Context: an optimization exercise on an open-source flow, tuned for a short achievable clock period and few clock cycles. The choices shown serve that exercise and are no tape-out recipe.
Function was checked by simulation only, so behaviour that the tests miss may differ from the original.
The clock port is modelled as an ideal driver, which makes a skipped or thinned clock tree look cheaper than it is; a real chip needs a root buffer or a tree.

==> job 4135 <==
## core_risc_v
module core_risc_v #(parameter DATA_WIDTH = 32, parameter ADDR_WIDTH = 32)(
	input clk_O,
	input rst,
	output [(ADDR_WIDTH-1):0] PC,
	input [31:0] Instr_out,
	input [(DATA_WIDTH-1):0] data_o_map,
	output MemWrite,
	output MemRead,
	output [(ADDR_WIDTH-1):0] Result,
	output [(DATA_WIDTH-1):0] rd2
);
export LEC_CHECK = 0
export ABC_CLOCK_PERIOD_IN_PS = 5000
export CAP_MARGIN = 20
export CORE_MARGIN = 2
export CORE_UTILIZATION = 60
export CTS_CLUSTER_DIAMETER = 80
export CTS_CLUSTER_SIZE = 30
export PLACE_DENSITY = 0.7
export SLEW_MARGIN = 20
export SYNTH_HIERARCHICAL = 1
create_clock -name core_clock -period 25.0 [get_ports {clk_O}]
standard.sh (not shown) runs the stock make flow with config.mk's settings and CLKGATE_MAP_FILE= SYNTH_SCRIPT=/design/flow/synth_recipe.tcl, a recipe that flattens the netlist after the stock synthesis.
==> flow/flow/run.sh <==
#!/bin/bash
# Layout flow: the standard ORFS flow (standard synthesis unchanged), with
#  - a larger repair_timing setup margin so that the optimiser keeps improving
#    paths that already meet the 25 ns constraint,
#  - unrestricted cell footprints for sizing and buf_4 port buffers,
#  - after global placement, each register that drives an output port moved
#    next to that port's buffer (legalised by the flow's detailed placement),
#  - the clock tree built by flow/clock_tree.tcl (balanced 3-level tree,
#    lower insertion delay than TritonCTS's H-tree) instead of ORFS's CTS;
#    global routing, detailed routing and finishing are ORFS's.
set -uo pipefail
VARS=(SETUP_SLACK_MARGIN=19 MATCH_CELL_FOOTPRINT=0 "BUFFER_PORTS_ARGS=-buffer_cell sky130_fd_sc_hd__buf_4")
RES=$PWD/orfs/results/sky130hd/core_risc_v/base
PLAT=$FLOW_HOME/platforms/sky130hd
bash standard.sh synth > synth.log 2>&1 || exit 1
bash standard.sh 3_3_place_gp "${VARS[@]}" > place_gp.log 2>&1 || exit 1
MOVE_IN=$RES/3_3_place_gp.odb MOVE_OUT=$RES/3_3_place_gp.odb \
  openroad -no_init -exit flow/move_out_ffs.tcl > move.log 2>&1 || exit 1
bash standard.sh place "${VARS[@]}" > place.log 2>&1 || exit 1
DONT_USE=$(sed -n '/^export DONT_USE_CELLS/,/^$/p' $PLAT/config.mk | grep -o 'sky130_fd_sc_hd__[a-z0-9_]*' | sort -u | tr '\n' ' ')
CTS_IN=$RES/3_place.odb CTS_SDC=$RES/3_place.sdc \
CTS_OUT=$RES/4_1_cts.odb CTS_SDC_OUT=$RES/4_cts.sdc \
LEAF_SIZE=17 MIDS=16 ROOTS=4 \
LEAF_CELL=sky130_fd_sc_hd__clkbuf_16 MID_CELL=sky130_fd_sc_hd__clkbuf_16 \
PLATFORM_DIR=$PLAT LIB=$PLAT/lib/sky130_fd_sc_hd__tt_025C_1v80.lib \
DONT_USE="$DONT_USE" SETUP_MARGIN=19 \
  openroad -no_init -exit flow/clock_tree.tcl > clock_tree.log 2>&1 || exit 1
bash standard.sh finish "${VARS[@]}" > layout.log 2>&1
Other scripts of this flow, unchanged in this note and not shown: flow/flow/clock_tree.tcl, flow/flow/move_out_ffs.tcl
==> job 6781 (differences from job 4135) <==
--- a/flow/design.v
+++ b/flow/design.v
@@ -765,22 +765,18 @@
 wire eq_1z  = (rd1_d == rz2_d);
 wire eq_z2  = (rz1_d == rd2_d);
 wire eq_zz  = (rs1_d == 5'd2) == (rs2_d == 5'd2);
 wire eqr_d  = rv1_d ? (rv2_d ? eq_dd : eq_1z) : (rv2_d ? eq_z2 : eq_zz);
 wire brdy_d = bcond_d && raw1_d && raw2_d;
 wire btk_d  = f3_d[0] ? ~eqr_d : eqr_d;
-wire jrdy_d = isJALR_d && raw1_d;
-wire jok_d  = rv1_d ? (rd1_d == jchk_d) : (rz1_d == jchk_d);
-wire [31:0] jt_d = rr1_d + immI_d;
 wire rjal_d  = isJAL_d && !pn_is_tgt_d;
 wire rbr_d   = brdy_d && (btk_d ? !pn_is_tgt_d : !pn_is_pc4_d);
 wire rbtfn_d = bcond_d && !brdy_d && !hit_d && immB_d[31];
-wire rjr_d   = jrdy_d && !jok_d;
-wire redir_d = v_d && (rjal_d || rbr_d || rbtfn_d || rjr_d);
+wire redir_d = v_d && (rjal_d || rbr_d || rbtfn_d);
 wire rnt_d   = rbr_d && !btk_d;             
-wire [31:0] rdt_d = rjr_d ? jt_d : rnt_d ? pc4_d : tgt_d;
+wire [31:0] rdt_d = rnt_d ? pc4_d : tgt_d;
 wire [31:0] A   = f1_e ? res_m : op1_e;
 wire [31:0] B2  = f2_e ? res_m : op2_e;
 wire [31:0] B   = srcB_e ? imm_e : B2;
 wire [31:0] sum   = A + B;
 wire [31:0] diff  = A - B;
 wire        lt_u  = (A < B);
@@ -840,13 +836,13 @@
 		pn_d  <= pn_f;
 		hit_d <= f_hit;
 	end
 	begin
 		pc4_e     <= pc4_d;
 		tgt_e     <= tgt_d;
-		jchk_e    <= (redir_d && rjr_d) ? rr1_d : jchk_d;
+		jchk_e    <= jchk_d;
 		pn_is_pc4_e <= redir_d ? (rnt_d | off4_d) : pn_is_pc4_d;
 		pn_is_tgt_e <= redir_d ? (~rnt_d | off4_d) : pn_is_tgt_d;
 		imm_e     <= imm_d;
 		idres_e   <= idres_d;
 		op1_e     <= op1_d;
 		op2_e     <= op2_d;
==> results.cfg <==
[run_status]
run_status = timing/DRC/antenna clean

[layout]
num-multi-input-gates = 7744
final_core_utilization = 0.651

[worst_setup_path]
critical_path.endpoint_type = output port
worstSetupEndpoint = rd2[8]

[grt]
number_of_antenna_violations_at_the_first_check_in_global_routing = 29

[drt]
wirelength_mm = 486
The numbers above come from job 6781.

==> results.cfg <==
[grt]
number_of_antenna_violations_at_the_first_check_in_global_routing = 39

[layout]
num-multi-input-gates = 7742
final_core_utilization = 0.658

[worst_setup_path]
critical_path.endpoint_type = register
worstSetupEndpoint = pc_o[21]

[drt]
wirelength_mm = 515

[run_status]
run_status = timing/DRC/antenna clean
The numbers above come from job 4135.

Testbench counts of job 4135, summed over its fixed seeds: cycles 50,867.
Testbench counts of job 6781, summed over its fixed seeds: cycles 50,989.
No run of this note takes its clock network from TritonCTS; it comes from the design's own scripts or RTL.

[static timing again, ports no longer ideal]
The flow's constraints put no driver on any port. The routed layouts listed below were extracted and timed again, unchanged, in two steps.
Step 1 sets driving cells, clkbuf_16 on the clock port and buf_2 on the other inputs (assumed; they add their load-dependent delay and slew).
Step 2, shift: input delay + t, output delay - t, t = (earliest + latest rising clock arrival at the registers) / 2. This alone moves slack from input paths to output paths.
Slacks: ideal ports / drivers / drivers and shift; pairs: ideal ports / drivers.
run	t (ns)	setup slack, ns	hold WS [ns]	worst setup path at the end	worst slew at a driven data input, ns
job 4135	0.833	18.843 / 18.648 / 18.378	0.327 / 0.327 / 0.327	input to register	0.09
job 6781	0.827	18.869 / 18.685 / 18.284	0.319 / 0.319 / 0.319	input to register	0.23
After both steps every run listed still meets setup and hold. The setup slack of job 6781, which loses most, moves by -0.184 ns with the drivers and by -0.585 ns with both steps.
